This design comes from an exercise in tuning for small area and a short achievable clock period on the open sky130 flow, not from production work.
The RTL was checked by simulation tests, not by an equivalence proof against the original design.

==> flow/design.v <==
`timescale 1ns/1ns
module datapath(
    input clk , rst , ldX , ldT , upd ,
    input signed [6:0] x1in , x2in ,
    input signed [1:0] tin ,
    output [1:0] tout ,
    output eq
);
    reg signed [6:0] x1 , x2 ;
    reg t1 ;
    reg [11:0] w1h , w2h ;
    reg [7:0] bhp ;
    wire ng = tin[1] ;
    wire [11:0] w1n , w2n ;
    wire [7:0] bhn = bhp + {{6{ng}}, ~tin[1], 1'b1} ;
    wire [6:0] x1n = ldX ? x1in : x1 ;
    wire [6:0] x2n = ldX ? x2in : x2 ;
    wire t1n = ldT ? tin[1] : t1 ;
    wire [6:0] sa = ldX ? x1in & ~x2in : x1 & ~x2 ;
    wire [6:0] sb = ldX ? ~x1in & x2in : ~x1 & x2 ;
    wire [6:0] sc = ldX ? x1in & x2in : x1 & x2 ;
    always @(posedge clk, posedge rst) begin
        if (rst) begin
            x1 <= 0 ; x2 <= 0 ; t1 <= 0 ;
            w1h <= 0 ; w2h <= 0 ; bhp <= 8'd16 ;
        end else begin
            x1 <= x1n ; x2 <= x2n ;
            t1 <= t1n ;
            if (upd) begin w1h <= w1n ; w2h <= w2n ; bhp <= bhn ; end
        end
    end
    wire n1 = x1in[0] ^ tin[1];
    wire n2 = x1in[1] ^ tin[1];
    wire n3 = x1in[2] ^ tin[1];
    wire n4 = x1in[3] ^ tin[1];
    wire n5 = x1in[4] ^ tin[1];
    wire n6 = x1in[5] ^ tin[1];
    wire n7 = x1in[6] ^ tin[1];
    wire n8, n9;
    fa u_n8 (.a(w1h[0]), .b(n1), .c(ng), .s(n8), .co(n9));
    wire n10, n11;
    fa u_n10 (.a(w1h[1]), .b(n2), .c(n1), .s(n10), .co(n11));
    wire n12, n13;
    fa u_n12 (.a(w1h[2]), .b(n3), .c(n2), .s(n12), .co(n13));
    wire n14, n15;
    fa u_n14 (.a(w1h[3]), .b(n4), .c(n3), .s(n14), .co(n15));
    wire n16, n17;
    fa u_n16 (.a(w1h[4]), .b(n5), .c(n4), .s(n16), .co(n17));
    wire n18, n19;
    fa u_n18 (.a(w1h[5]), .b(n6), .c(n5), .s(n18), .co(n19));
    wire n20, n21;
    fa u_n20 (.a(w1h[6]), .b(n7), .c(n6), .s(n20), .co(n21));
    wire n22 = n10 & n9;
    wire n23 = n12 & n11;
    wire n24 = n14 & n13;
    wire n25 = n16 & n15;
    wire n26 = n18 & n17;
    wire n27 = n20 & n19;
    wire n28 = w1h[7] & n21;
    wire n29 = w1h[8] & n7;
    wire n30 = w1h[9] & n7;
    wire n31 = w1h[10] & n7;
    wire n32 = w1h[11] & n7;
    wire n33 = n10 ^ n9;
    wire n34 = n12 ^ n11;
    wire n35 = n14 ^ n13;
    wire n36 = n16 ^ n15;
    wire n37 = n18 ^ n17;
    wire n38 = n20 ^ n19;
    wire n39 = w1h[7] ^ n21;
    wire n40 = w1h[8] ^ n7;
    wire n41 = w1h[9] ^ n7;
    wire n42 = w1h[10] ^ n7;
    wire n43 = w1h[11] ^ n7;
    wire n44;
    ao21 u_n44 (.g(n22), .p(n33), .c(ng), .y(n44));
    wire n45;
    ao21 u_n45 (.g(n24), .p(n35), .c(n23), .y(n45));
    wire n46 = n35 & n34;
    wire n47;
    ao21 u_n47 (.g(n26), .p(n37), .c(n25), .y(n47));
    wire n48 = n37 & n36;
    wire n49;
    ao21 u_n49 (.g(n28), .p(n39), .c(n27), .y(n49));
    wire n50 = n39 & n38;
    wire n51;
    ao21 u_n51 (.g(n30), .p(n41), .c(n29), .y(n51));
    wire n52 = n41 & n40;
    wire n53;
    ao21 u_n53 (.g(n32), .p(n43), .c(n31), .y(n53));
    wire n54 = n43 & n42;
    wire n55;
    ao21 u_n55 (.g(n23), .p(n34), .c(n44), .y(n55));
    wire n56;
    ao21 u_n56 (.g(n45), .p(n46), .c(n44), .y(n56));
    wire n57;
    ao21 u_n57 (.g(n27), .p(n38), .c(n47), .y(n57));
    wire n58 = n38 & n48;
    wire n59;
    ao21 u_n59 (.g(n49), .p(n50), .c(n47), .y(n59));
    wire n60 = n50 & n48;
    wire n61;
    ao21 u_n61 (.g(n31), .p(n42), .c(n51), .y(n61));
    wire n62 = n42 & n52;
    wire n63;
    ao21 u_n63 (.g(n53), .p(n54), .c(n51), .y(n63));
    wire n64 = n54 & n52;
    wire n65;
    ao21 u_n65 (.g(n25), .p(n36), .c(n56), .y(n65));
    wire n66;
    ao21 u_n66 (.g(n47), .p(n48), .c(n56), .y(n66));
    wire n67;
    ao21 u_n67 (.g(n57), .p(n58), .c(n56), .y(n67));
    wire n68;
    ao21 u_n68 (.g(n59), .p(n60), .c(n56), .y(n68));
    wire n69;
    ao21 u_n69 (.g(n29), .p(n40), .c(n68), .y(n69));
    wire n70;
    ao21 u_n70 (.g(n51), .p(n52), .c(n68), .y(n70));
    wire n71;
    ao21 u_n71 (.g(n61), .p(n62), .c(n68), .y(n71));
    wire n72;
    ao21 u_n72 (.g(n63), .p(n64), .c(n68), .y(n72));
    wire n73 = n33 ^ ng;
    wire n74 = n34 ^ n44;
    wire n75 = n35 ^ n55;
    wire n76 = n36 ^ n56;
    wire n77 = n37 ^ n65;
    wire n78 = n38 ^ n66;
    wire n79 = n39 ^ n67;
    wire n80 = n40 ^ n68;
    wire n81 = n41 ^ n69;
    wire n82 = n42 ^ n70;
    wire n83 = n43 ^ n71;
    wire n84 = x2in[0] ^ tin[1];
    wire n85 = x2in[1] ^ tin[1];
    wire n86 = x2in[2] ^ tin[1];
    wire n87 = x2in[3] ^ tin[1];
    wire n88 = x2in[4] ^ tin[1];
    wire n89 = x2in[5] ^ tin[1];
    wire n90 = x2in[6] ^ tin[1];
    wire n91, n92;
    fa u_n91 (.a(w2h[0]), .b(n84), .c(ng), .s(n91), .co(n92));
    wire n93, n94;
    fa u_n93 (.a(w2h[1]), .b(n85), .c(n84), .s(n93), .co(n94));
    wire n95, n96;
    fa u_n95 (.a(w2h[2]), .b(n86), .c(n85), .s(n95), .co(n96));
    wire n97, n98;
    fa u_n97 (.a(w2h[3]), .b(n87), .c(n86), .s(n97), .co(n98));
    wire n99, n100;
    fa u_n99 (.a(w2h[4]), .b(n88), .c(n87), .s(n99), .co(n100));
    wire n101, n102;
    fa u_n101 (.a(w2h[5]), .b(n89), .c(n88), .s(n101), .co(n102));
    wire n103, n104;
    fa u_n103 (.a(w2h[6]), .b(n90), .c(n89), .s(n103), .co(n104));
    wire n105 = n93 & n92;
    wire n106 = n95 & n94;
    wire n107 = n97 & n96;
    wire n108 = n99 & n98;
    wire n109 = n101 & n100;
    wire n110 = n103 & n102;
    wire n111 = w2h[7] & n104;
    wire n112 = w2h[8] & n90;
    wire n113 = w2h[9] & n90;
    wire n114 = w2h[10] & n90;
    wire n115 = w2h[11] & n90;
    wire n116 = n93 ^ n92;
    wire n117 = n95 ^ n94;
    wire n118 = n97 ^ n96;
    wire n119 = n99 ^ n98;
    wire n120 = n101 ^ n100;
    wire n121 = n103 ^ n102;
    wire n122 = w2h[7] ^ n104;
    wire n123 = w2h[8] ^ n90;
    wire n124 = w2h[9] ^ n90;
    wire n125 = w2h[10] ^ n90;
    wire n126 = w2h[11] ^ n90;
    wire n127;
    ao21 u_n127 (.g(n105), .p(n116), .c(ng), .y(n127));
    wire n128;
    ao21 u_n128 (.g(n107), .p(n118), .c(n106), .y(n128));
    wire n129 = n118 & n117;
    wire n130;
    ao21 u_n130 (.g(n109), .p(n120), .c(n108), .y(n130));
    wire n131 = n120 & n119;
    wire n132;
    ao21 u_n132 (.g(n111), .p(n122), .c(n110), .y(n132));
    wire n133 = n122 & n121;
    wire n134;
    ao21 u_n134 (.g(n113), .p(n124), .c(n112), .y(n134));
    wire n135 = n124 & n123;
    wire n136;
    ao21 u_n136 (.g(n115), .p(n126), .c(n114), .y(n136));
    wire n137 = n126 & n125;
    wire n138;
    ao21 u_n138 (.g(n106), .p(n117), .c(n127), .y(n138));
    wire n139;
    ao21 u_n139 (.g(n128), .p(n129), .c(n127), .y(n139));
    wire n140;
    ao21 u_n140 (.g(n110), .p(n121), .c(n130), .y(n140));
    wire n141 = n121 & n131;
    wire n142;
    ao21 u_n142 (.g(n132), .p(n133), .c(n130), .y(n142));
    wire n143 = n133 & n131;
    wire n144;
    ao21 u_n144 (.g(n114), .p(n125), .c(n134), .y(n144));
    wire n145 = n125 & n135;
    wire n146;
    ao21 u_n146 (.g(n136), .p(n137), .c(n134), .y(n146));
    wire n147 = n137 & n135;
    wire n148;
    ao21 u_n148 (.g(n108), .p(n119), .c(n139), .y(n148));
    wire n149;
    ao21 u_n149 (.g(n130), .p(n131), .c(n139), .y(n149));
    wire n150;
    ao21 u_n150 (.g(n140), .p(n141), .c(n139), .y(n150));
    wire n151;
    ao21 u_n151 (.g(n142), .p(n143), .c(n139), .y(n151));
    wire n152;
    ao21 u_n152 (.g(n112), .p(n123), .c(n151), .y(n152));
    wire n153;
    ao21 u_n153 (.g(n134), .p(n135), .c(n151), .y(n153));
    wire n154;
    ao21 u_n154 (.g(n144), .p(n145), .c(n151), .y(n154));
    wire n155;
    ao21 u_n155 (.g(n146), .p(n147), .c(n151), .y(n155));
    wire n156 = n116 ^ ng;
    wire n157 = n117 ^ n127;
    wire n158 = n118 ^ n138;
    wire n159 = n119 ^ n139;
    wire n160 = n120 ^ n148;
    wire n161 = n121 ^ n149;
    wire n162 = n122 ^ n150;
    wire n163 = n123 ^ n151;
    wire n164 = n124 ^ n152;
    wire n165 = n125 ^ n153;
    wire n166 = n126 ^ n154;
    wire n167 = w1h[0] & w2h[0];
    wire n168 = w1h[1] & w2h[1];
    wire n169 = w1h[2] & w2h[2];
    wire n170 = w1h[3] & w2h[3];
    wire n171 = w1h[4] & w2h[4];
    wire n172 = w1h[5] & w2h[5];
    wire n173 = w1h[6] & w2h[6];
    wire n174 = w1h[7] & w2h[7];
    wire n175 = w1h[8] & w2h[8];
    wire n176 = w1h[9] & w2h[9];
    wire n177 = w1h[10] & w2h[10];
    wire n178 = w1h[11] & w2h[11];
    wire n179 = w1h[11] & w2h[11];
    wire n180 = w1h[0] ^ w2h[0];
    wire n181 = w1h[1] ^ w2h[1];
    wire n182 = w1h[2] ^ w2h[2];
    wire n183 = w1h[3] ^ w2h[3];
    wire n184 = w1h[4] ^ w2h[4];
    wire n185 = w1h[5] ^ w2h[5];
    wire n186 = w1h[6] ^ w2h[6];
    wire n187 = w1h[7] ^ w2h[7];
    wire n188 = w1h[8] ^ w2h[8];
    wire n189 = w1h[9] ^ w2h[9];
    wire n190 = w1h[10] ^ w2h[10];
    wire n191 = w1h[11] ^ w2h[11];
    wire n192 = w1h[11] ^ w2h[11];
    wire n193;
    ao21 u_n193 (.g(n168), .p(n181), .c(n167), .y(n193));
    wire n194 = n181 & n180;
    wire n195;
    ao21 u_n195 (.g(n170), .p(n183), .c(n169), .y(n195));
    wire n196 = n183 & n182;
    wire n197;
    ao21 u_n197 (.g(n172), .p(n185), .c(n171), .y(n197));
    wire n198 = n185 & n184;
    wire n199;
    ao21 u_n199 (.g(n174), .p(n187), .c(n173), .y(n199));
    wire n200 = n187 & n186;
    wire n201;
    ao21 u_n201 (.g(n176), .p(n189), .c(n175), .y(n201));
    wire n202 = n189 & n188;
    wire n203;
    ao21 u_n203 (.g(n178), .p(n191), .c(n177), .y(n203));
    wire n204 = n191 & n190;
    wire n205;
    ao21 u_n205 (.g(n169), .p(n182), .c(n193), .y(n205));
    wire n206 = n182 & n194;
    wire n207;
    ao21 u_n207 (.g(n195), .p(n196), .c(n193), .y(n207));
    wire n208 = n196 & n194;
    wire n209;
    ao21 u_n209 (.g(n173), .p(n186), .c(n197), .y(n209));
    wire n210 = n186 & n198;
    wire n211;
    ao21 u_n211 (.g(n199), .p(n200), .c(n197), .y(n211));
    wire n212 = n200 & n198;
    wire n213;
    ao21 u_n213 (.g(n177), .p(n190), .c(n201), .y(n213));
    wire n214 = n190 & n202;
    wire n215;
    ao21 u_n215 (.g(n203), .p(n204), .c(n201), .y(n215));
    wire n216 = n204 & n202;
    wire n217;
    ao21 u_n217 (.g(n171), .p(n184), .c(n207), .y(n217));
    wire n218 = n184 & n208;
    wire n219;
    ao21 u_n219 (.g(n197), .p(n198), .c(n207), .y(n219));
    wire n220 = n198 & n208;
    wire n221;
    ao21 u_n221 (.g(n209), .p(n210), .c(n207), .y(n221));
    wire n222 = n210 & n208;
    wire n223;
    ao21 u_n223 (.g(n211), .p(n212), .c(n207), .y(n223));
    wire n224 = n212 & n208;
    wire n225;
    ao21 u_n225 (.g(n179), .p(n192), .c(n215), .y(n225));
    wire n226 = n192 & n216;
    wire n227;
    ao21 u_n227 (.g(n175), .p(n188), .c(n223), .y(n227));
    wire n228 = n188 & n224;
    wire n229;
    ao21 u_n229 (.g(n201), .p(n202), .c(n223), .y(n229));
    wire n230 = n202 & n224;
    wire n231;
    ao21 u_n231 (.g(n213), .p(n214), .c(n223), .y(n231));
    wire n232 = n214 & n224;
    wire n233;
    ao21 u_n233 (.g(n215), .p(n216), .c(n223), .y(n233));
    wire n234 = n216 & n224;
    wire n235;
    ao21 u_n235 (.g(n225), .p(n226), .c(n223), .y(n235));
    wire n236 = n226 & n224;
    wire n237 = n181 ^ n167;
    wire n238 = n182 ^ n193;
    wire n239 = n183 ^ n205;
    wire n240 = n184 ^ n207;
    wire n241 = n185 ^ n217;
    wire n242 = n186 ^ n219;
    wire n243 = n187 ^ n221;
    wire n244 = n188 ^ n223;
    wire n245 = n189 ^ n227;
    wire n246 = n190 ^ n229;
    wire n247 = n191 ^ n231;
    wire n248 = n192 ^ n233;
    wire n249 = sa[0] & w1h[2] | sb[0] & w2h[2] | sc[0] & n238;
    wire n250 = sa[0] & w1h[3] | sb[0] & w2h[3] | sc[0] & n239;
    wire n251 = sa[0] & w1h[4] | sb[0] & w2h[4] | sc[0] & n240;
    wire n252 = sa[0] & w1h[5] | sb[0] & w2h[5] | sc[0] & n241;
    wire n253 = sa[0] & w1h[6] | sb[0] & w2h[6] | sc[0] & n242;
    wire n254 = sa[0] & w1h[7] | sb[0] & w2h[7] | sc[0] & n243;
    wire n255 = sa[0] & w1h[8] | sb[0] & w2h[8] | sc[0] & n244;
    wire n256 = sa[0] & w1h[9] | sb[0] & w2h[9] | sc[0] & n245;
    wire n257 = sa[0] & w1h[10] | sb[0] & w2h[10] | sc[0] & n246;
    wire n258 = sa[0] & w1h[11] | sb[0] & w2h[11] | sc[0] & n247;
    wire n259 = sa[0] & w1h[11] | sb[0] & w2h[11] | sc[0] & n248;
    wire n260 = ~n259;
    wire n261 = sa[1] & w1h[1] | sb[1] & w2h[1] | sc[1] & n237;
    wire n262 = sa[1] & w1h[2] | sb[1] & w2h[2] | sc[1] & n238;
    wire n263 = sa[1] & w1h[3] | sb[1] & w2h[3] | sc[1] & n239;
    wire n264 = sa[1] & w1h[4] | sb[1] & w2h[4] | sc[1] & n240;
    wire n265 = sa[1] & w1h[5] | sb[1] & w2h[5] | sc[1] & n241;
    wire n266 = sa[1] & w1h[6] | sb[1] & w2h[6] | sc[1] & n242;
    wire n267 = sa[1] & w1h[7] | sb[1] & w2h[7] | sc[1] & n243;
    wire n268 = sa[1] & w1h[8] | sb[1] & w2h[8] | sc[1] & n244;
    wire n269 = sa[1] & w1h[9] | sb[1] & w2h[9] | sc[1] & n245;
    wire n270 = sa[1] & w1h[10] | sb[1] & w2h[10] | sc[1] & n246;
    wire n271 = sa[1] & w1h[11] | sb[1] & w2h[11] | sc[1] & n247;
    wire n272 = sa[1] & w1h[11] | sb[1] & w2h[11] | sc[1] & n248;
    wire n273 = ~n272;
    wire n274 = sa[2] & w1h[0] | sb[2] & w2h[0] | sc[2] & n180;
    wire n275 = sa[2] & w1h[1] | sb[2] & w2h[1] | sc[2] & n237;
    wire n276 = sa[2] & w1h[2] | sb[2] & w2h[2] | sc[2] & n238;
    wire n277 = sa[2] & w1h[3] | sb[2] & w2h[3] | sc[2] & n239;
    wire n278 = sa[2] & w1h[4] | sb[2] & w2h[4] | sc[2] & n240;
    wire n279 = sa[2] & w1h[5] | sb[2] & w2h[5] | sc[2] & n241;
    wire n280 = sa[2] & w1h[6] | sb[2] & w2h[6] | sc[2] & n242;
    wire n281 = sa[2] & w1h[7] | sb[2] & w2h[7] | sc[2] & n243;
    wire n282 = sa[2] & w1h[8] | sb[2] & w2h[8] | sc[2] & n244;
    wire n283 = sa[2] & w1h[9] | sb[2] & w2h[9] | sc[2] & n245;
    wire n284 = sa[2] & w1h[10] | sb[2] & w2h[10] | sc[2] & n246;
    wire n285 = sa[2] & w1h[11] | sb[2] & w2h[11] | sc[2] & n247;
    wire n286 = sa[2] & w1h[11] | sb[2] & w2h[11] | sc[2] & n248;
    wire n287 = ~n286;
    wire n288 = sa[3] & w1h[0] | sb[3] & w2h[0] | sc[3] & n180;
    wire n289 = sa[3] & w1h[1] | sb[3] & w2h[1] | sc[3] & n237;
    wire n290 = sa[3] & w1h[2] | sb[3] & w2h[2] | sc[3] & n238;
    wire n291 = sa[3] & w1h[3] | sb[3] & w2h[3] | sc[3] & n239;
    wire n292 = sa[3] & w1h[4] | sb[3] & w2h[4] | sc[3] & n240;
    wire n293 = sa[3] & w1h[5] | sb[3] & w2h[5] | sc[3] & n241;
    wire n294 = sa[3] & w1h[6] | sb[3] & w2h[6] | sc[3] & n242;
    wire n295 = sa[3] & w1h[7] | sb[3] & w2h[7] | sc[3] & n243;
    wire n296 = sa[3] & w1h[8] | sb[3] & w2h[8] | sc[3] & n244;
    wire n297 = sa[3] & w1h[9] | sb[3] & w2h[9] | sc[3] & n245;
    wire n298 = sa[3] & w1h[10] | sb[3] & w2h[10] | sc[3] & n246;
    wire n299 = sa[3] & w1h[11] | sb[3] & w2h[11] | sc[3] & n247;
    wire n300 = sa[3] & w1h[11] | sb[3] & w2h[11] | sc[3] & n248;
    wire n301 = ~n300;
    wire n302 = sa[4] & w1h[0] | sb[4] & w2h[0] | sc[4] & n180;
    wire n303 = sa[4] & w1h[1] | sb[4] & w2h[1] | sc[4] & n237;
    wire n304 = sa[4] & w1h[2] | sb[4] & w2h[2] | sc[4] & n238;
    wire n305 = sa[4] & w1h[3] | sb[4] & w2h[3] | sc[4] & n239;
    wire n306 = sa[4] & w1h[4] | sb[4] & w2h[4] | sc[4] & n240;
    wire n307 = sa[4] & w1h[5] | sb[4] & w2h[5] | sc[4] & n241;
    wire n308 = sa[4] & w1h[6] | sb[4] & w2h[6] | sc[4] & n242;
    wire n309 = sa[4] & w1h[7] | sb[4] & w2h[7] | sc[4] & n243;
    wire n310 = sa[4] & w1h[8] | sb[4] & w2h[8] | sc[4] & n244;
    wire n311 = sa[4] & w1h[9] | sb[4] & w2h[9] | sc[4] & n245;
    wire n312 = sa[4] & w1h[10] | sb[4] & w2h[10] | sc[4] & n246;
    wire n313 = sa[4] & w1h[11] | sb[4] & w2h[11] | sc[4] & n247;
    wire n314 = sa[5] & w1h[0] | sb[5] & w2h[0] | sc[5] & n180;
    wire n315 = sa[5] & w1h[1] | sb[5] & w2h[1] | sc[5] & n237;
    wire n316 = sa[5] & w1h[2] | sb[5] & w2h[2] | sc[5] & n238;
    wire n317 = sa[5] & w1h[3] | sb[5] & w2h[3] | sc[5] & n239;
    wire n318 = sa[5] & w1h[4] | sb[5] & w2h[4] | sc[5] & n240;
    wire n319 = sa[5] & w1h[5] | sb[5] & w2h[5] | sc[5] & n241;
    wire n320 = sa[5] & w1h[6] | sb[5] & w2h[6] | sc[5] & n242;
    wire n321 = sa[5] & w1h[7] | sb[5] & w2h[7] | sc[5] & n243;
    wire n322 = sa[5] & w1h[8] | sb[5] & w2h[8] | sc[5] & n244;
    wire n323 = sa[5] & w1h[9] | sb[5] & w2h[9] | sc[5] & n245;
    wire n324 = sa[5] & w1h[10] | sb[5] & w2h[10] | sc[5] & n246;
    wire n325 = sa[6] & w1h[0] | sb[6] & w2h[0] | sc[6] & n180;
    wire n326 = ~n325;
    wire n327 = sa[6] & w1h[1] | sb[6] & w2h[1] | sc[6] & n237;
    wire n328 = ~n327;
    wire n329 = sa[6] & w1h[2] | sb[6] & w2h[2] | sc[6] & n238;
    wire n330 = ~n329;
    wire n331 = sa[6] & w1h[3] | sb[6] & w2h[3] | sc[6] & n239;
    wire n332 = ~n331;
    wire n333 = sa[6] & w1h[4] | sb[6] & w2h[4] | sc[6] & n240;
    wire n334 = ~n333;
    wire n335 = sa[6] & w1h[5] | sb[6] & w2h[5] | sc[6] & n241;
    wire n336 = ~n335;
    wire n337 = sa[6] & w1h[6] | sb[6] & w2h[6] | sc[6] & n242;
    wire n338 = ~n337;
    wire n339 = sa[6] & w1h[7] | sb[6] & w2h[7] | sc[6] & n243;
    wire n340 = ~n339;
    wire n341 = sa[6] & w1h[8] | sb[6] & w2h[8] | sc[6] & n244;
    wire n342 = ~n341;
    wire n343 = sa[6] & w1h[9] | sb[6] & w2h[9] | sc[6] & n245;
    wire n344 = ~n343;
    wire n345 = x1n[0] & w1h[0];
    wire n346 = x2n[0] & w2h[0];
    wire n347 = x1n[1] & w1h[0];
    wire n348 = x1n[0] & w1h[1];
    wire n349 = x2n[1] & w2h[0];
    wire n350 = x2n[0] & w2h[1];
    wire n351 = n347 & n348;
    wire n352 = n349 & n350;
    wire n353 = n347 & n349;
    wire n354 = ~n353;
    wire n355 = n348 & n350;
    wire n356 = ~n355;
    wire n357 = n348 ^ n350;
    wire n358 = n345 & n346 & n357;
    wire n359 = ~n358;
    wire n360 = 1'b1;
    wire n361 = 1'b1;
    wire n362 = 1'b1;
    wire n363, n364;
    fa u_n363 (.a(n360), .b(n249), .c(n261), .s(n363), .co(n364));
    wire n365, n366;
    fa u_n365 (.a(n274), .b(n351), .c(n352), .s(n365), .co(n366));
    wire n367, n368;
    fa u_n367 (.a(n362), .b(n252), .c(n264), .s(n367), .co(n368));
    wire n369, n370;
    fa u_n369 (.a(n253), .b(n265), .c(n278), .s(n369), .co(n370));
    wire n371, n372;
    fa u_n371 (.a(n254), .b(n266), .c(n279), .s(n371), .co(n372));
    wire n373, n374;
    fa u_n373 (.a(bhp[0]), .b(n255), .c(n267), .s(n373), .co(n374));
    wire n375, n376;
    fa u_n375 (.a(n280), .b(n293), .c(n306), .s(n375), .co(n376));
    wire n377, n378;
    fa u_n377 (.a(bhp[1]), .b(n256), .c(n268), .s(n377), .co(n378));
    wire n379, n380;
    fa u_n379 (.a(n281), .b(n294), .c(n307), .s(n379), .co(n380));
    wire n381, n382;
    fa u_n381 (.a(bhp[2]), .b(n257), .c(n269), .s(n381), .co(n382));
    wire n383, n384;
    fa u_n383 (.a(n282), .b(n295), .c(n308), .s(n383), .co(n384));
    wire n385, n386;
    fa u_n385 (.a(bhp[3]), .b(n258), .c(n270), .s(n385), .co(n386));
    wire n387, n388;
    fa u_n387 (.a(n283), .b(n296), .c(n309), .s(n387), .co(n388));
    wire n389, n390;
    fa u_n389 (.a(bhp[4]), .b(n260), .c(n271), .s(n389), .co(n390));
    wire n391, n392;
    fa u_n391 (.a(n284), .b(n297), .c(n310), .s(n391), .co(n392));
    wire n393, n394;
    fa u_n393 (.a(bhp[5]), .b(n273), .c(n285), .s(n393), .co(n394));
    wire n395, n396;
    fa u_n395 (.a(n298), .b(n311), .c(n322), .s(n395), .co(n396));
    wire n397, n398;
    fa u_n397 (.a(bhp[6]), .b(n287), .c(n299), .s(n397), .co(n398));
    wire n399, n399_nc;
    fa u_n399 (.a(bhp[7]), .b(t1n), .c(n301), .s(n399), .co(n399_nc));
    wire n400, n401;
    fa u_n400 (.a(n354), .b(n356), .c(n359), .s(n400), .co(n401));
    wire n402, n403;
    fa u_n402 (.a(n250), .b(n262), .c(n275), .s(n402), .co(n403));
    wire n404, n405;
    fa u_n404 (.a(n288), .b(n364), .c(n366), .s(n404), .co(n405));
    wire n406, n407;
    fa u_n406 (.a(n361), .b(n251), .c(n263), .s(n406), .co(n407));
    wire n408, n409;
    fa u_n408 (.a(n276), .b(n289), .c(n302), .s(n408), .co(n409));
    wire n410, n411;
    fa u_n410 (.a(n277), .b(n290), .c(n303), .s(n410), .co(n411));
    wire n412, n413;
    ha u_n412 (.a(n314), .b(n367), .s(n412), .co(n413));
    wire n414, n415;
    fa u_n414 (.a(n291), .b(n304), .c(n315), .s(n414), .co(n415));
    wire n416, n417;
    fa u_n416 (.a(n326), .b(n368), .c(n369), .s(n416), .co(n417));
    wire n418, n419;
    fa u_n418 (.a(n292), .b(n305), .c(n316), .s(n418), .co(n419));
    wire n420, n421;
    fa u_n420 (.a(n328), .b(n370), .c(n371), .s(n420), .co(n421));
    wire n422, n423;
    fa u_n422 (.a(n317), .b(n330), .c(n372), .s(n422), .co(n423));
    wire n424, n425;
    ha u_n424 (.a(n373), .b(n375), .s(n424), .co(n425));
    wire n426, n427;
    fa u_n426 (.a(n318), .b(n332), .c(n374), .s(n426), .co(n427));
    wire n428, n429;
    fa u_n428 (.a(n376), .b(n377), .c(n379), .s(n428), .co(n429));
    wire n430, n431;
    fa u_n430 (.a(n319), .b(n334), .c(n378), .s(n430), .co(n431));
    wire n432, n433;
    fa u_n432 (.a(n380), .b(n381), .c(n383), .s(n432), .co(n433));
    wire n434, n435;
    fa u_n434 (.a(n320), .b(n336), .c(n382), .s(n434), .co(n435));
    wire n436, n437;
    fa u_n436 (.a(n384), .b(n385), .c(n387), .s(n436), .co(n437));
    wire n438, n439;
    fa u_n438 (.a(n321), .b(n338), .c(n386), .s(n438), .co(n439));
    wire n440, n441;
    fa u_n440 (.a(n388), .b(n389), .c(n391), .s(n440), .co(n441));
    wire n442, n443;
    fa u_n442 (.a(n340), .b(n390), .c(n392), .s(n442), .co(n443));
    wire n444, n445;
    ha u_n444 (.a(n393), .b(n395), .s(n444), .co(n445));
    wire n446, n447;
    fa u_n446 (.a(n312), .b(n323), .c(n342), .s(n446), .co(n447));
    wire n448, n449;
    fa u_n448 (.a(n394), .b(n396), .c(n397), .s(n448), .co(n449));
    wire n450, n450_nc;
    fa u_n450 (.a(n313), .b(n324), .c(n344), .s(n450), .co(n450_nc));
    wire n451 = n398 ^ n399;
    wire n452, n453;
    fa u_n452 (.a(n403), .b(n406), .c(n408), .s(n452), .co(n453));
    wire n454, n455;
    fa u_n454 (.a(n407), .b(n409), .c(n410), .s(n454), .co(n455));
    wire n456, n457;
    fa u_n456 (.a(n411), .b(n414), .c(n413), .s(n456), .co(n457));
    wire n458, n459;
    fa u_n458 (.a(n415), .b(n418), .c(n417), .s(n458), .co(n459));
    wire n460, n461;
    fa u_n460 (.a(n419), .b(n424), .c(n422), .s(n460), .co(n461));
    wire n462, n463;
    fa u_n462 (.a(n425), .b(n423), .c(n426), .s(n462), .co(n463));
    wire n464, n465;
    fa u_n464 (.a(n427), .b(n430), .c(n429), .s(n464), .co(n465));
    wire n466, n467;
    fa u_n466 (.a(n431), .b(n434), .c(n433), .s(n466), .co(n467));
    wire n468, n469;
    fa u_n468 (.a(n435), .b(n438), .c(n437), .s(n468), .co(n469));
    wire n470, n471;
    fa u_n470 (.a(n444), .b(n439), .c(n442), .s(n470), .co(n471));
    wire n472, n473;
    fa u_n472 (.a(n446), .b(n445), .c(n443), .s(n472), .co(n473));
    wire n474, n474_nc;
    fa u_n474 (.a(n447), .b(n450), .c(n451), .s(n474), .co(n474_nc));
    wire n475, n476;
    fa u_n475 (.a(n400), .b(n363), .c(n365), .s(n475), .co(n476));
    wire n477, n478;
    fa u_n477 (.a(n401), .b(n402), .c(n404), .s(n477), .co(n478));
    wire n479, n480;
    ha u_n479 (.a(n405), .b(n452), .s(n479), .co(n480));
    wire n481, n482;
    fa u_n481 (.a(n412), .b(n453), .c(n454), .s(n481), .co(n482));
    wire n483, n484;
    fa u_n483 (.a(n455), .b(n416), .c(n456), .s(n483), .co(n484));
    wire n485, n486;
    fa u_n485 (.a(n420), .b(n457), .c(n458), .s(n485), .co(n486));
    wire n487, n488;
    fa u_n487 (.a(n421), .b(n459), .c(n460), .s(n487), .co(n488));
    wire n489, n490;
    fa u_n489 (.a(n428), .b(n461), .c(n462), .s(n489), .co(n490));
    wire n491, n492;
    fa u_n491 (.a(n432), .b(n463), .c(n464), .s(n491), .co(n492));
    wire n493, n494;
    fa u_n493 (.a(n436), .b(n465), .c(n466), .s(n493), .co(n494));
    wire n495, n496;
    fa u_n495 (.a(n440), .b(n467), .c(n468), .s(n495), .co(n496));
    wire n497, n498;
    fa u_n497 (.a(n441), .b(n469), .c(n470), .s(n497), .co(n498));
    wire n499, n500;
    fa u_n499 (.a(n448), .b(n471), .c(n472), .s(n499), .co(n500));
    wire n501, n501_nc;
    fa u_n501 (.a(n449), .b(n473), .c(n474), .s(n501), .co(n501_nc));
    wire n502 = n476 & n477;
    wire n503 = n476 ^ n477;
    wire n504 = n478 & n479;
    wire n505 = n478 ^ n479;
    wire n506;
    ao21 u_n506 (.g(n504), .p(n505), .c(n502), .y(n506));
    wire n507 = n505 & n503;
    wire n508 = n507 & n475;
    assign w1n = {n83, n82, n81, n80, n79, n78, n77, n76, n75, n74, n73, n8} ;
    assign w2n = {n166, n165, n164, n163, n162, n161, n160, n159, n158, n157, n156, n91} ;
    reg [22:0] cs ;
    always @(posedge clk, posedge rst) begin
        if (rst) cs <= 23'b10110101010101010101010 ;
        else cs <= {n501, n500, n506, n499, n498, n497, n496, n495, n494, n493, n492, n491, n490, n489, n488, n487, n486, n485, n484, n483, n482, n481, n480} ;
    end
    wire n509 = cs[0] & cs[1];
    wire n510 = cs[0] ^ cs[1];
    wire n511 = cs[2] & cs[3];
    wire n512 = cs[2] ^ cs[3];
    wire n513 = cs[4] & cs[5];
    wire n514 = cs[4] ^ cs[5];
    wire n515 = cs[6] & cs[7];
    wire n516 = cs[6] ^ cs[7];
    wire n517 = cs[8] & cs[9];
    wire n518 = cs[8] ^ cs[9];
    wire n519 = cs[10] & cs[11];
    wire n520 = cs[10] ^ cs[11];
    wire n521 = cs[12] & cs[13];
    wire n522 = cs[12] ^ cs[13];
    wire n523 = cs[14] & cs[15];
    wire n524 = cs[14] ^ cs[15];
    wire n525 = cs[16] & cs[17];
    wire n526 = cs[16] ^ cs[17];
    wire n527 = cs[18] & cs[19];
    wire n528 = cs[18] ^ cs[19];
    wire n529;
    ao21 u_n529 (.g(n509), .p(n510), .c(cs[20]), .y(n529));
    wire n530;
    ao21 u_n530 (.g(n515), .p(n516), .c(n513), .y(n530));
    wire n531 = n516 & n514;
    wire n532;
    ao21 u_n532 (.g(n530), .p(n531), .c(n511), .y(n532));
    wire n533 = n531 & n512;
    wire n534;
    ao21 u_n534 (.g(n532), .p(n533), .c(n529), .y(n534));
    wire n535;
    ao21 u_n535 (.g(n521), .p(n522), .c(n519), .y(n535));
    wire n536 = n522 & n520;
    wire n537;
    ao21 u_n537 (.g(n535), .p(n536), .c(n517), .y(n537));
    wire n538 = n536 & n518;
    wire n539;
    ao21 u_n539 (.g(n527), .p(n528), .c(n525), .y(n539));
    wire n540 = n528 & n526;
    wire n541;
    ao21 u_n541 (.g(n539), .p(n540), .c(n523), .y(n541));
    wire n542 = n540 & n524;
    wire n543;
    ao21 u_n543 (.g(n541), .p(n542), .c(n537), .y(n543));
    wire n544 = n542 & n538;
    wire n545;
    ao21 u_n545 (.g(n543), .p(n544), .c(n534), .y(n545));
    wire n546, n546_nc;
    ha u_n546 (.a(cs[21]), .b(cs[22]), .s(n546), .co(n546_nc));
    wire n547 = n546 ^ n545;
    wire ne = n547 ;
    assign eq = ~ne ;
    assign tout = { ne ^ t1 , 1'b1 } ;
endmodule
module ao21(input g, p, c, output y);
    assign y = g | p & c ;
endmodule
module ha(input a, b, output s, co);
    assign s = a ^ b ;
    assign co = a & b ;
endmodule
module fa(input a, b, c, output s, co);
    assign s = a ^ b ^ c ;
    assign co = a & b | a & c | b & c ;
endmodule
`timescale 1ns/1ns
module controller(
    input clk , rst , eq , start , EOF , EOI ,
    output ldX , ldT , upd , updating ,
    output reg learned
);
    reg [2:0] ps, ns;
    localparam [2:0] idle = 0, starting = 1, toLearn = 2, getX = 3, update = 4, test = 5;
    always @(*) begin
        case (ps)
            idle     : ns = start ? starting : idle;
            starting : ns = learned ? test : toLearn;
            toLearn  : ns = getX;
            getX     : ns = EOF ? starting : (eq ? getX : update);
            update   : ns = getX;
            test     : ns = EOI ? idle : test;
            default  : ns = idle;
        endcase
    end
    assign ldX = (ps == getX) | (ps == test);
    assign ldT = (ps == getX);
    assign upd = (ps == getX) & ~EOF & ~eq;
    assign updating = (ps == getX) & ~eq;
    always @(posedge clk, posedge rst) begin
        if (rst) learned <= 1'b0;
        else if (ns == toLearn) learned <= 1'b1;
        else if (ns == update) learned <= 1'b0;
    end
    always @(posedge clk, posedge rst) begin
        if (rst) ps <= idle;
        else ps <= ns;
    end
endmodule
`timescale 1ns/1ns
module neuron(
    input clk , rst , start , EOI , EOF ,
    input signed [6:0] x1 , x2 ,
    input signed [1:0] tin ,
    output learned , updating ,
    output signed [1:0] tout
);
    wire ldX, ldT, upd, eq;
    datapath dp(
        .clk(clk), .rst(rst), .ldX(ldX), .ldT(ldT), .upd(upd),
        .x1in(x1), .x2in(x2), .tin(tin), .tout(tout), .eq(eq)
    );
    controller ct(
        .clk(clk), .rst(rst), .eq(eq), .start(start), .EOF(EOF), .EOI(EOI),
        .ldX(ldX), .ldT(ldT), .upd(upd), .updating(updating), .learned(learned)
    );
endmodule
==> flow/flow/run.sh <==
#!/bin/bash
# The standard layout (the standard.sh: standard synthesis, ORFS floorplan to finish),
# with one change: the buffers ORFS puts on the input and output ports are buf_4 cells
# instead of the delay-buffer cell that buffer_ports picks by default.
set -euo pipefail
export BUFFER_PORTS_ARGS="-buffer_cell sky130_fd_sc_hd__buf_4"
bash standard.sh finish > standard_flow.log 2>&1
==> flow/standard.sh <==
#!/bin/bash
# synth_recipe.tcl (not shown) runs the flow's synth.tcl, then flattens the netlist and writes it again
# the make line also repeats each setting of config.mk as NAME=value (left out here)
make -C /OpenROAD-flow-scripts/flow DESIGN_CONFIG=/design/flow/config.mk WORK_HOME=/design/flow/orfs CLKGATE_MAP_FILE= SYNTH_SCRIPT=/design/flow/synth_recipe.tcl "${@:-finish}"
==> flow/config.mk <==
export PLATFORM = sky130hd
export DESIGN_NAME = neuron
export DESIGN_NICKNAME = neuron
export VERILOG_FILES = /design/flow/design.v
export SDC_FILE = /design/flow/constraint.sdc
export NUM_CORES = 4
export LEC_CHECK = 0
export CAP_MARGIN = 20
export CORE_MARGIN = 2
export CORE_UTILIZATION = 40
export SETUP_SLACK_MARGIN = 4.5
export SLEW_MARGIN = 20
export SYNTH_HIERARCHICAL = 1
export TNS_END_PERCENT = 5
==> flow/constraint.sdc <==
create_clock -name core_clock -period 9.5 [get_ports {clk}]
set_input_delay 1.9000 -clock core_clock [delete_from_list [all_inputs] [get_ports {clk}]]
set_output_delay 1.9000 -clock core_clock [all_outputs]
set_load 0.01 [all_outputs]
==> results of run 1 <==
## worst paths after layout
kind / from / to / slack, ps / depth (start not counted)
hold reg to reg: dp.x1[5] / dp.x1[5] / 540 / 2
setup / recovery: x1[4] / dp.cs[11] / 4750 / 7
hold / removal: dp.x1[5] / dp.x1[5] / 540 / 2
max in group asynchronous: rst / dp.bhp[3] / 7040 / 3
min in group asynchronous: rst / ct.learned / 1440 / 2
setup reg to reg: dp.w2h[1] / dp.cs[11] / 4890 / 11
## flip-flops by register name, summed over array words and instances, names as in the netlist
register,flops
dp.w2h,12
dp.x2,7
dp.cs,23
ct.learned,1
dp.t1,1
dp.bhp,8
ct.ps,3
dp.x1,7
dp.w1h,12
## per-module statistics from Yosys (local to each module, per instance), a selection
| module | area, sq um | cells |
|---|---|---|
| ao21 | 7.51 | 1 |
| controller | 263 | 31 |
| datapath | 5450 | 591 |
| fa | 20.0 | 1 |
| ha | 12.5 | 1 |
## what timing repair did
action                     4_1_cts  5_1_grt
setup endpoints to repair        0        4
resized for setup                0        1
buffers inserted                 0        0
## cell type report
class	count	area share
Clock inverter	6	0.0106
Clock buffer	10	0.0280
Multi-Input combinational cell	621	0.663
Inverter	30	0.0132
Tap cell	265	0.0389
Timing Repair Buffer	31	0.0273
Sequential cell	74	0.219
## cell families after synthesis
kind of cell	after synthesis	share of synthesized area
adder cells (fa/ha/maj)	137	0.295
flip-flops	74	0.237
AND/OR/NAND/NOR	122	0.0803
other	1	0.000476
buffers and inverters	81	0.0503
multiplexers	9	0.0127
AO/OA/AOI/OAI	289	0.257
XOR/XNOR	60	0.0666
## cells in the mapped netlist (all sizes together)
master,instances,area [sq um]
fa,82,1640
o21ai,81,413
a22oi,68,515
a21o,67,503
dfrtp,61,1530
ha,55,688
xnor2,39,342
nor2,34,128
inv,30,113
clkbuf,27,111
a21oi,25,125
nand2,25,96.4
and2,24,150
buf,24,173
xor2,21,184
and3,13,81.3
dfstp,13,342
a222oi,10,100
a31oi,8,50.1
mux2,8,90.1
nand2b,7,46.3
nand3b,7,52.6
o22ai,6,70.1
o31ai,6,65.1
a21boi,4,30.0
nor2b,4,25.0
nor3,4,25.0
a32o,3,30.0
o21bai,3,22.5
a211oi,2,20.0
nand3,2,10.0
a221oi,1,15.0
a22o,1,8.76
a311o,1,10.0
a32oi,1,16.3
conb,1,3.75
mux2i,1,10.0
nand4,1,6.26
nor3b,1,12.5
o21a,1,7.51
o32ai,1,27.5
## per-layer routing
layer,vias to the layer above,global-route usage,part of all wire,wire length [um]
li1,2764,-,-,-
met5,-,0,0,0
met2,182,0.316,0.46,8830
met3,36,0.0331,0.059,1130
met4,0,0.0537,0.019,360
met1,2892,0.280,0.46,8830
## through the flow
step	cell area, sq um	setup WS (ps)
4_1_cts	8510	4520
3_3_place_gp	8190	4160
6_report	8530	4750
3_5_place_dp	8190	4170
2_1_floorplan	7900	4930
5_1_grt	8530	4570
## critical path: cells and delay by family
kind | cells | cell delay, ps
buffers and inverters | 1 | 130
AOI/OAI and AO/OA | 2 | 1130
adders and majority gates | 4 | 1880
==> impl_metrics.tcl, run 1 <==
set metrics [dict create \
    io_buffers 22 \
    num_vias 5874 \
    path_clk_slew_ps 60 \
    mostFrequentLayoutCell "fa_1" \
    netlist_instances 773 \
    final_max_slew_viol_count 0 \
    ys_ff_latch 74 \
    min_period_ps 4750 \
    path_max_fanout 12 \
    yosysWarningCount 8 \
    min_path_type "register to register" \
    drt-pass1-iter-count 6 \
    nFillCells 1930 \
    grt_max_degree 71 \
    final_cell_mix "fa_1, o21ai_0, a22oi_1, a21o_1, dfrtp_1" \
    io_pins 25 \
    cp_cell_sequence "buf_4 -> a31oi_1 -> o21ai_0 -> fa_1 -> fa_1 -> fa_1 -> fa_1" \
    cts_tree "done" \
    synth_seq_area_share 0.237 \
    cap_viol_max_count 0 \
    finalCritPeriodShare 0.500 \
    grt_pass1_wl_um 32000 \
    crit_required_ps 9780 \
    clock-sinks 74 \
    fin_hold_ws_ps 541 \
    slowest_stage "a31oi_1" \
    gr-total-overflow 0 \
    fmax_mhz 211 \
    wirelength_um 19200 \
    cts_buffer_depth 2 \
    drive_gt1_frac 0.117 \
    cpMostUsedCell "fa_1" \
    die_y_um 144 \
    die-area_sq_um 20900 \
    crit_path_start_kind "primary input" \
    grt_setup_unrepaired "no" \
    crit_type "primary input to register" \
    slowest_delay_ps 800 \
    final_util 0.440 \
    dpl.hpwl_um 14300 \
    wire_per_inst_um 18.5 \
    placed_cells 1021 \
    drtAntennaViolNets 0 \
    track_usage 0.198 \
    status "timing/DRC/antenna clean" \
    nets 925 \
    setup_tns_ps 0 \
    placement_rows 51 \
    postCtsHoldBufs 0 \
    worstMarginPinSlew_ps 1020 \
    multiInputGateArea_sq_um 5660 \
    relSlewSlack 0.319 \
    viasPerCell 5.66 \
    syn_area_per_cell_sq_um 10.2 \
    clk_latency_ps 350 \
    cts-root-buf "clkbuf_16" \
    grt_pass1_vias 6033 \
    netlist_area_sq_um 7890 \
    hold_viol_final 0 \
    drc_errors 0 \
    htreeDepth 3 \
    place.gp.congestion 0.898 \
    crit_path_end_kind "register" \
    die_x_um 144 \
    fin_cells 1037 \
    crit_arrival_ps 5030 \
    initialDrtViolationCount 467 \
    cts_buffers 9 \
    antenna_cells 0 \
    yosysUniqueCellTypes 56 \
    skew_ps 12.1 \
    antenna_found_initial 0 \
    regArea_sq_um 1870 \
    initial_core_util 0.407 \
    area_growth_pct 8.15 \
    core_sq_um 19400 \
    final-setup-viol-count 0 \
]
==> run 2, diff against run 1 <==
--- a/flow/config.mk
+++ b/flow/config.mk
@@ -8,7 +8,7 @@
 export CAP_MARGIN = 20
 export CORE_MARGIN = 2
 export CORE_UTILIZATION = 40
-export SETUP_SLACK_MARGIN = 4.5
+export SETUP_SLACK_MARGIN = 5
 export SLEW_MARGIN = 20
 export SYNTH_HIERARCHICAL = 1
-export TNS_END_PERCENT = 5
+export TNS_END_PERCENT = 20
==> run 2 against run 1 <==
Against the previous run:
- still clean on timing, DRC and antenna
- wire length increased by 2.3%
- sequential share of layout area fell by 0.43 points
- count of clock-buffer cells in the layout rose by 4
==> impl_metrics.tcl, run 2 <==
set metrics [dict create \
    crit_path_end_kind "register" \
    pre_cts_ws_ps 4190 \
    yosys-top-cells-count "fa_1, o21ai_0, a21o_1, a22oi_1, dfrtp_1" \
    postCtsHoldBufs 0 \
    finalCritPeriodShare 0.469 \
    netlist_instances 773 \
    clock-sinks 74 \
    viasPerCell 5.68 \
    place.gp.congestion 0.936 \
    syn_area_per_cell_sq_um 10.2 \
    die_y_um 144 \
    netlist_area_sq_um 7890 \
    grt_setup_unrepaired "yes" \
    die_x_um 144 \
    synthFlopType "dfrtp_1" \
    placed_cells 1023 \
    min_path_type "register to register" \
    reg.largest.list "dp.cs x23, dp.w1h x12, dp.w2h x12" \
    worstMarginPinSlew_ps 925 \
    dpl.hpwl_um 14300 \
    rrSetupSlack_ps 5120 \
    largest_reg_flops 23 \
    wirelength_um 19600 \
    worstHoldEndpoint "dp.x1[5]" \
    cts_tree "done" \
    fin_cells 1047 \
    wire_per_inst_um 18.7 \
    synth_top_area_cell "fa_1" \
    grt_pass1_wl_um 31600 \
    r2r-end "dp.cs[15]" \
    initialDrtViolationCount 679 \
    drive_gt1_frac 0.145 \
    initial_core_util 0.407 \
    hold_viol_final 0 \
    slowest_stage "fa_1" \
    slowest_delay_ps 530 \
    grt_max_degree 71 \
    antenna_cells 0 \
    status "timing/DRC/antenna clean" \
    io_pins 25 \
    clk_latency_ps 340 \
    io_buffers 22 \
    placement_rows 51 \
    fin_ws_ps 5050 \
    cap_viol_max_count 0 \
    ys_ff_latch 74 \
    drt-pass1-iter-count 11 \
    path_max_fanout 11 \
    reg2reg_depth 11 \
    cts-root-buf "clkbuf_16" \
    synth_area_leaders "fa_1, dfrtp_1, ha_1" \
    final_max_slew_viol_count 0 \
    nets 935 \
    crit_required_ps 9780 \
    min_period_ps 4450 \
    antenna_found_initial 0 \
    area_growth_pct 10.5 \
    hold_depth 2 \
    num_vias 5942 \
    synth-edff-count 0 \
    final-setup-viol-count 0 \
    die-area_sq_um 20900 \
    crit_type "primary input to register" \
    htreeDepth 3 \
    async_reset_ff_frac 1.00 \
    fmax_mhz 224 \
    regMostFlops "dp.cs" \
    yosysUniqueCellTypes 56 \
    cts_buffers 9 \
    min_from "dp.x1[5]" \
    drtAntennaViolNets 0 \
    crit_arrival_ps 4730 \
    track_usage 0.196 \
    path_clk_slew_ps 60 \
    skew_ps 11.5 \
    crit_path_start_kind "primary input" \
    cts_buffer_depth 2 \
    yosysMostFrequentCell "fa_1" \
    drc_errors 0 \
    cpMostUsedCell "fa_1" \
    mostFrequentLayoutCell "fa_1" \
    yosysTopAreaCellShare 0.208 \
    gr-total-overflow 0 \
    cp_cell_sequence "buf_4 -> nand2_1 -> o22ai_1 -> buf_4 -> a22oi_1 -> o21ai_0 -> fa_1 -> fa_1 -> fa_1 -> fa_1" \
    relSlewSlack 0.383 \
    synth_seq_area_share 0.237 \
    core_sq_um 19400 \
    yosysWarningCount 8 \
    final_cell_mix "fa_1, o21ai_0, a22oi_1, a21o_1, dfrtp_1" \
    r2r_start "dp.w1h[3]" \
    setup_tns_ps 0 \
    grt_pass1_vias 5941 \
]
==> run 2: cell counts after synthesis <==
Identical to the previous run, type by type.
==> run 2: final cells by class <==
cell class / count / area (sq um)
multi-input cells: 622 / 5810
inverters: 30 / 113
repair buffers: 40 / 310
clock buffers: 14 / 264
flip-flops and latches: 74 / 1870
fillers: 1886 / 10700
clock inverters: 2 / 12.5
well taps: 265 / 332
==> run 2: per-layer routing <==
| metal | share of wire | GRT usage |
|---|---|---|
| met5 | 0 | 0 |
| met4 | 0.026 | 0.0766 |
| met3 | 0.079 | 0.0338 |
| met2 | 0.44 | 0.296 |
| met1 | 0.46 | 0.281 |
==> run 2: worst max-delay path by stage <==
| stage | startpoint | endpoint | cells past startpoint |
|---|---|---|---|
| after floorplan | tin[1] | dp.w1h[11] | 12 |
| after global placement | x1[1] | dp.cs[17] | 8 |
| after detailed placement | x1[1] | dp.cs[17] | 8 |
| after CTS | tin[1] | dp.w1h[11] | 11 |
| after global routing | tin[1] | dp.w1h[11] | 11 |
| final | x1[1] | dp.cs[17] | 10 |
==> run 2: timing repair <==
item / 4_1_cts / 5_1_grt
gates cloned: 0 / 1
pin swaps: 0 / 3
hold endpoints to repair: 0 / 0
setup endpoints to repair: 27 / 23
buffers inserted: 0 / 7
resized for setup: 12 / 20
==> run 2: stage by stage <==
stage                     hold WS [ps]  utilization  area [sq um]
after global placement             529        0.423          8200
after floorplan                    495            -          7900
after global routing               599        0.449          8710
after CTS                          561        0.442          8570
final                              549        0.449          8710
after detailed placement           543        0.423          8200
==> run 2: logic make-up after synthesis <==
logic type	count (synthesis)	synth area share
AND/OR/NAND/NOR	122	0.0803
AO/OA/AOI/OAI	289	0.257
other	1	0.000476
XOR/XNOR	60	0.0666
flip-flops	74	0.237
multiplexers	9	0.0127
buffers and inverters	81	0.0503
adder cells (fa/ha/maj)	137	0.295
==> run 2: critical path: cells and delay by family <==
kind	cells	cell delay, ps
buf+inv	2	330
simple gates	1	90
compound gates	3	530
fa+ha+maj	4	1880
==> run 2: Yosys stat by module, one instance, submodules excluded, excerpt <==
module | area (sq um) | flip-flops and latches | copies in the design | cells
ao21 | 7.51 | 0 | 65 | 1
fa | 20.0 | 0 | 81 | 1
ha | 12.5 | 0 | 5 | 1
datapath | 5450 | 70 | 1 | 591
controller | 263 | 4 | 1 | 31
==> run 3, diff against run 2 <==
--- a/flow/config.mk
+++ b/flow/config.mk
@@ -11,4 +11,4 @@
 export SETUP_SLACK_MARGIN = 5
 export SLEW_MARGIN = 20
 export SYNTH_HIERARCHICAL = 1
-export TNS_END_PERCENT = 20
+export TNS_END_PERCENT = 5
==> run 3 against run 2 <==
Against the previous run:
- critical path depth unchanged
- synthesized cell count unchanged
- wire length up 0.13%
- fmax about the same
- critical path type unchanged
- critical endpoint unchanged
- largest cell class unchanged
==> impl_metrics.tcl, run 3 <==
set metrics [dict create \
    synth_fa_ha_area_frac 0.295 \
    crit_path_start_kind "primary input" \
    async_reset_ff_frac 1.00 \
    use_met1 0.281 \
    crit_type "primary input to register" \
    synth_top_area_cell "fa_1" \
    fin_cells 1047 \
    nets 935 \
    grt_max_degree 71 \
    core_sq_um 19400 \
    netlist_instances 773 \
    die_x_um 144 \
    synth_compound_area_frac 0.257 \
    netlist_area_sq_um 7890 \
    place.gp.congestion 0.936 \
    wire_per_inst_um 18.7 \
    placed_cells 1023 \
    drt-pass1-iter-count 13 \
    wirelength_um 19600 \
    cts_buffers 9 \
    viasPerCell 5.70 \
    cap_viol_max_count 0 \
    fin_ws_ps 5040 \
    drtAntennaViolNets 0 \
    synth_area_leaders "fa_1, dfrtp_1, ha_1" \
    synth_xor_area_frac 0.0666 \
    rrSetupSlack_ps 5080 \
    use_met3 0.0338 \
    antenna_found_initial 0 \
    finalCritPeriodShare 0.469 \
    yosysTopAreaCellShare 0.208 \
    die_y_um 144 \
    path_max_fanout 8 \
    synth_seq_area_share 0.237 \
    cts_buffer_depth 2 \
    synth_top_family_by_area "adder cells" \
    largest_reg_flops 23 \
    setup_tns_ps 0 \
    clock-sinks 74 \
    slowest_delay_ps 560 \
    postCtsHoldBufs 0 \
    final-setup-viol-count 0 \
    worstMarginPinSlew_ps 929 \
    drc_errors 0 \
    antenna_cells 0 \
    regMostFlops "dp.cs" \
    slowest_stage "fa_1" \
    reg.largest.list "dp.cs x23, dp.w1h x12, dp.w2h x12" \
    initialDrtViolationCount 592 \
    pre_cts_ws_ps 4190 \
    crit_path_end_kind "register" \
    placement_rows 51 \
    relSlewSlack 0.381 \
    yosysUniqueCellTypes 56 \
    hold_viol_final 0 \
    path_clk_slew_ps 60 \
    grt.met2_usage 0.296 \
    ys_ff_latch 74 \
    yosysWarningCount 8 \
    num_vias 5968 \
    track_usage 0.196 \
    crit_arrival_ps 4710 \
    synthFlopType "dfrtp_1" \
    dpl.hpwl_um 14300 \
    fmax_mhz 224 \
    mostFrequentLayoutCell "fa_1" \
    final_cell_mix "fa_1, o21ai_0, a22oi_1, a21o_1, dfrtp_1" \
    synth-edff-count 0 \
    die-area_sq_um 20900 \
    status "timing/DRC/antenna clean" \
    cpMostUsedCell "fa_1" \
    cts-root-buf "clkbuf_16" \
    grt_pass1_wl_um 31600 \
    htreeDepth 3 \
    grt_pass1_vias 5942 \
    busiest_layer "met2" \
    cp_cell_sequence "buf_4 -> nand2_1 -> o22ai_4 -> buf_4 -> a22oi_1 -> o21ai_0 -> fa_1 -> ha_1 -> fa_1 -> fa_1" \
    cp_top_family "adder cells" \
    grt_setup_unrepaired "yes" \
    synthMuxAreaShare 0.0127 \
    syn_area_per_cell_sq_um 10.2 \
    min_path_type "register to register" \
    io_pins 25 \
    crit_buf_inv 2 \
    yosysMostFrequentCell "fa_1" \
    final_max_slew_viol_count 0 \
    cts_tree "done" \
    final_util 0.449 \
    drive_gt1_frac 0.142 \
    skew_ps 11.3 \
    initial_core_util 0.407 \
    min_period_ps 4460 \
    yosys-top-cells-count "fa_1, o21ai_0, a21o_1, a22oi_1, dfrtp_1" \
    io_buffers 22 \
    synth-simple-area-share 0.0803 \
    clk_latency_ps 340 \
    area_growth_pct 10.4 \
    crit_required_ps 9750 \
    gr-total-overflow 0 \
]
[run 3: cell counts after synthesis]
No cell type changed its count.
[run 3: what timing repair did]
| action | CTS | global route |
|---|---|---|
| pin swaps | 0 | 3 |
| setup endpoints to repair | 27 | 23 |
| setup buffers | 0 | 7 |
| cloned | 0 | 1 |
| gates resized for setup | 11 | 15 |
[run 3: metrics by stage]
step,hold WS (ps),cell area (sq um)
finish,550,8710
global route,599,8710
CTS,561,8560
detailed placement,543,8200
global placement,529,8200
floorplan,495,7900
[run 3: tightest hold or removal path: stages (launching register included)]
cell,delay (ps)
dfrtp_1,350
nand2b_1,90
nand2_1,80
[run 3: logic make-up (layout without fill, tap and decap cells)]
kind of cell	count (synthesis)	after routing
other cells	1	4
buf+inv	81	86
fa+ha+maj	137	137
simple gates	122	122
flops	74	74
compound gates	289	290
mux	9	9
xor+xnor	60	60
[run 3: path summary, 6_finish.rpt]
path,start,end,depth (start not counted)
setup / recovery,x1[4],dp.cs[17],10
hold / removal,dp.x1[5],dp.x1[5],2
setup reg to reg,dp.w1h[2],dp.cs[5],10
hold reg to reg,dp.x1[5],dp.x1[5],2
max in group asynchronous,rst,dp.w2h[1],3
min in group asynchronous,rst,ct.learned,2
[run 3: metal layers]
| layer | part of all wire | up-vias |
|---|---|---|
| li1 | - | 2782 |
| met1 | 0.46 | 2865 |
| met2 | 0.44 | 291 |
| met3 | 0.076 | 30 |
| met4 | 0.026 | 0 |
| met5 | 0 | - |
[run 3: modules after synthesis (local to each module, per instance), excerpt]
module	cells	cell area (sq um)
ao21	1	7.51
controller	31	263
datapath	591	5450
fa	1	20.0
ha	1	12.5
[run 3: cell type report]
| class | instances | area (sq um) |
|---|---|---|
| inverter | 30 | 113 |
| clock buffer | 14 | 264 |
| fill | 1887 | 10700 |
| tap | 265 | 332 |
| clock inverter | 2 | 12.5 |
| sequential | 74 | 1870 |
| multi-input combinational | 622 | 5810 |
| timing repair buffer | 40 | 307 |
==> run 4, diff against run 3 <==
--- a/flow/config.mk
+++ b/flow/config.mk
@@ -7,7 +7,7 @@
 export LEC_CHECK = 0
 export CAP_MARGIN = 20
 export CORE_MARGIN = 2
-export CORE_UTILIZATION = 40
+export CORE_UTILIZATION = 50
 export SETUP_SLACK_MARGIN = 5
 export SLEW_MARGIN = 20
 export SYNTH_HIERARCHICAL = 1
==> run 4 against run 3 <==
Against the previous run:
- cell count shrank 5.3%
- hold slack gained 36 ps
- core utilization grew 11 points
- still clean
- count of clock-buffer cells in the layout shrank 4
- sequential share of layout area grew 0.30 points
- synthesized cell count is the same
- critical path depth shrank 1
- global-route usage grew 5.7 points
- register-to-register slack is essentially flat
==> impl_metrics.tcl, run 4 <==
set metrics [dict create \
    yosysTopAreaCellShare 0.208 \
    cp_cell_sequence "buf_4 -> nand2_2 -> o22ai_4 -> a22oi_2 -> a21boi_1 -> fa_1 -> fa_1 -> fa_1 -> fa_1" \
    crit_path_start_kind "primary input" \
    wire_per_inst_um 20.7 \
    r2r_start "dp.w1h[2]" \
    die_y_um 130 \
    grt_max_degree 71 \
    antenna_found_initial 0 \
    worstMarginPinSlew_ps 1030 \
    die-area_sq_um 16800 \
    cap_viol_max_count 0 \
    cts-root-buf "clkbuf_16" \
    hold_depth 2 \
    clk_latency_ps 350 \
    io_buffers 22 \
    final-setup-viol-count 0 \
    synth_seq_area_share 0.237 \
    worstHoldEndpoint "ct.learned" \
    drtAntennaViolNets 0 \
    regMostFlops "dp.cs" \
    crit_required_ps 9790 \
    netlist_area_sq_um 7890 \
    synth-edff-count 0 \
    cpMostUsedCell "fa_1" \
    initialDrtViolationCount 623 \
    clock-sinks 74 \
    path_max_fanout 10 \
    nFillCells 1355 \
    cts_buffer_depth 2 \
    yosysWarningCount 8 \
    placement_rows 45 \
    initial_core_util 0.515 \
    synthMuxAreaShare 0.0127 \
    min_period_ps 4450 \
    crit_arrival_ps 4740 \
    grt_setup_unrepaired "yes" \
    htreeDepth 3 \
    r2r-end "dp.cs[9]" \
    syn_area_per_cell_sq_um 10.2 \
    drive_gt1_frac 0.142 \
    antenna_cells 0 \
    crit_path_end_kind "register" \
    synth_top_area_cell "fa_1" \
    setup_tns_ps 0 \
    viasPerCell 6.23 \
    hold_viol_final 0 \
    cp_top_family "adder cells" \
    gr-total-overflow 0 \
    fin_hold_ws_ps 587 \
    final_max_slew_viol_count 0 \
    mostFrequentLayoutCell "fa_1" \
    grt_pass1_vias 6240 \
    placed_cell_area_sq_um 8130 \
    place.gp.congestion 0.936 \
    cts_buffers 9 \
    largest_reg_flops 23 \
    final_util 0.562 \
    ys_ff_latch 74 \
    finalCritPeriodShare 0.468 \
    grt_pass1_wl_um 32900 \
    synth_fa_ha_area_frac 0.295 \
    slowest_delay_ps 540 \
    path_clk_slew_ps 60 \
    reg.largest.list "dp.cs x23, dp.w1h x12, dp.w2h x12" \
    area_growth_pct 9.19 \
    min_from "ct.learned" \
    rrSetupSlack_ps 5090 \
    num_vias 6175 \
    slowest_stage "fa_1" \
    crit_buf_inv 1 \
    netlist_instances 773 \
    dpl.hpwl_um 15100 \
    synth_xor_area_frac 0.0666 \
    synth_top_family_by_area "adder cells" \
    io_pins 25 \
    synth-simple-area-share 0.0803 \
    cts_tree "done" \
    async_reset_ff_frac 1.00 \
    crit_type "primary input to register" \
    skew_ps 10.3 \
    fmax_mhz 225 \
    drc_errors 0 \
    drt-pass1-iter-count 5 \
    yosysUniqueCellTypes 56 \
    reg2reg_depth 10 \
    relSlewSlack 0.307 \
    die_x_um 130 \
    wirelength_um 20500 \
    synth_area_leaders "fa_1, dfrtp_1, ha_1" \
    status "timing/DRC/antenna clean" \
    yosys-top-cells-count "fa_1, o21ai_0, a21o_1, a22oi_1, dfrtp_1" \
    synthFlopType "dfrtp_1" \
    min_path_type "register to register" \
    yosysMostFrequentCell "fa_1" \
    final_cell_mix "fa_1, o21ai_0, a22oi_1, a21o_1, dfrtp_1" \
    synth_compound_area_frac 0.257 \
    core_sq_um 15300 \
    nets 933 \
    track_usage 0.253 \
    design_area_sq_um 8610 \
]
## run 4: cell counts after synthesis
No cell type changed its count.
## run 4: modules after synthesis, one instance, submodules excluded, a selection
module | times used | flops+latches | area [sq um]
ao21 | 65 | 0 | 7.51
fa | 81 | 0 | 20.0
datapath | 1 | 70 | 5450
controller | 1 | 4 | 263
ha | 5 | 0 | 12.5
## run 4: layout make-up
class                   count  area [sq um]  area share
clock buffers              10           239      0.0278
well taps                 211           264      0.0307
repair buffers             38           289      0.0336
flip-flops and latches     74          1870       0.218
inverters                  30           113      0.0131
multi-input cells         622          5770       0.670
clock inverters             6          65.1     0.00756
## run 4: how the worst max path moves through the flow
| stage | cells past startpoint | start | to | slack (ps) |
|---|---|---|---|---|
| after floorplan | 12 | tin[1] | dp.w1h[11] | 4990 |
| after global placement | 9 | x1[5] | dp.cs[17] | 4360 |
| after detailed placement | 9 | x1[5] | dp.cs[17] | 4290 |
| after CTS | 9 | x1[3] | dp.cs[11] | 4930 |
| after global routing | 11 | tin[1] | dp.w2h[11] | 4950 |
| final | 9 | x2[0] | dp.cs[17] | 5050 |
## run 4: routing by layer
| layer | wire [um] | global-route usage |
|---|---|---|
| met1 | 9220 | 0.365 |
| met2 | 9400 | 0.391 |
| met4 | 410 | 0.0930 |
| met5 | 0 | 0 |
| met3 | 1510 | 0.0376 |
## run 4: cell families after synthesis
| logic type | Yosys count |
|---|---|
| mux | 9 |
| flops | 74 |
| compound gates | 289 |
| fa+ha+maj | 137 |
| xor+xnor | 60 |
| other cells | 1 |
| simple gates | 122 |
| buf+inv | 81 |
## run 4: stage by stage
step / instances / setup slack, ps
2_1_floorplan: 776 / 4990
3_3_place_gp: 967 / 4360
6_report: 991 / 5050
4_1_cts: 983 / 4930
3_5_place_dp: 967 / 4290
5_1_grt: 991 / 4950
## run 4: repair_timing
action,in CTS,in global routing
cloned,0,1
pin swaps,0,3
endpoints found under the setup margin,26,24
resized for setup,7,17
hold buffers,0,0
setup buffers,0,7
## run 4: worst register-to-register path, delay by kind of cell, from the launching register on
kind,cells,cell delay (ps)
fa+ha+maj,5,2240
flops,1,620
simple gates,1,170
compound gates,3,780
xor+xnor,1,540

## what the ideal ports hide
The flow's constraints put no driver on any port. The routed layouts listed below were extracted and timed again, unchanged, in two steps.
Step 1 (the two cells are an assumption about what drives the block):
set clk [get_ports {clk}]
set_driving_cell -lib_cell sky130_fd_sc_hd__clkbuf_16 $clk
set_driving_cell -lib_cell sky130_fd_sc_hd__buf_2 [delete_from_list [all_inputs] $clk]
Step 2 moves the port delays by t, midway between the first and last clock arrival at a register: inputs arrive t later, outputs are due t later. That takes back most of the time a late clock gives input paths.
Three values: ideal ports, drivers, drivers and shift; two values: the first two.
run | t (ns) | slack for setup (ns) | pins driven straight from the clock port
run 1 | 0.389 | 4.752 / 4.766 / 4.377 | 1
run 2 | 0.379 | 5.046 / 5.046 / 4.667 | 1
run 3 | 0.378 | 5.042 / 5.049 / 4.671 | 1
run 4 | 0.387 | 5.051 / 5.060 / 4.674 | 1
After both steps every run listed still meets setup and hold. For run 2, which loses most, drivers alone change the setup slack by 0.000 ns; drivers and shift together by -0.379 ns.
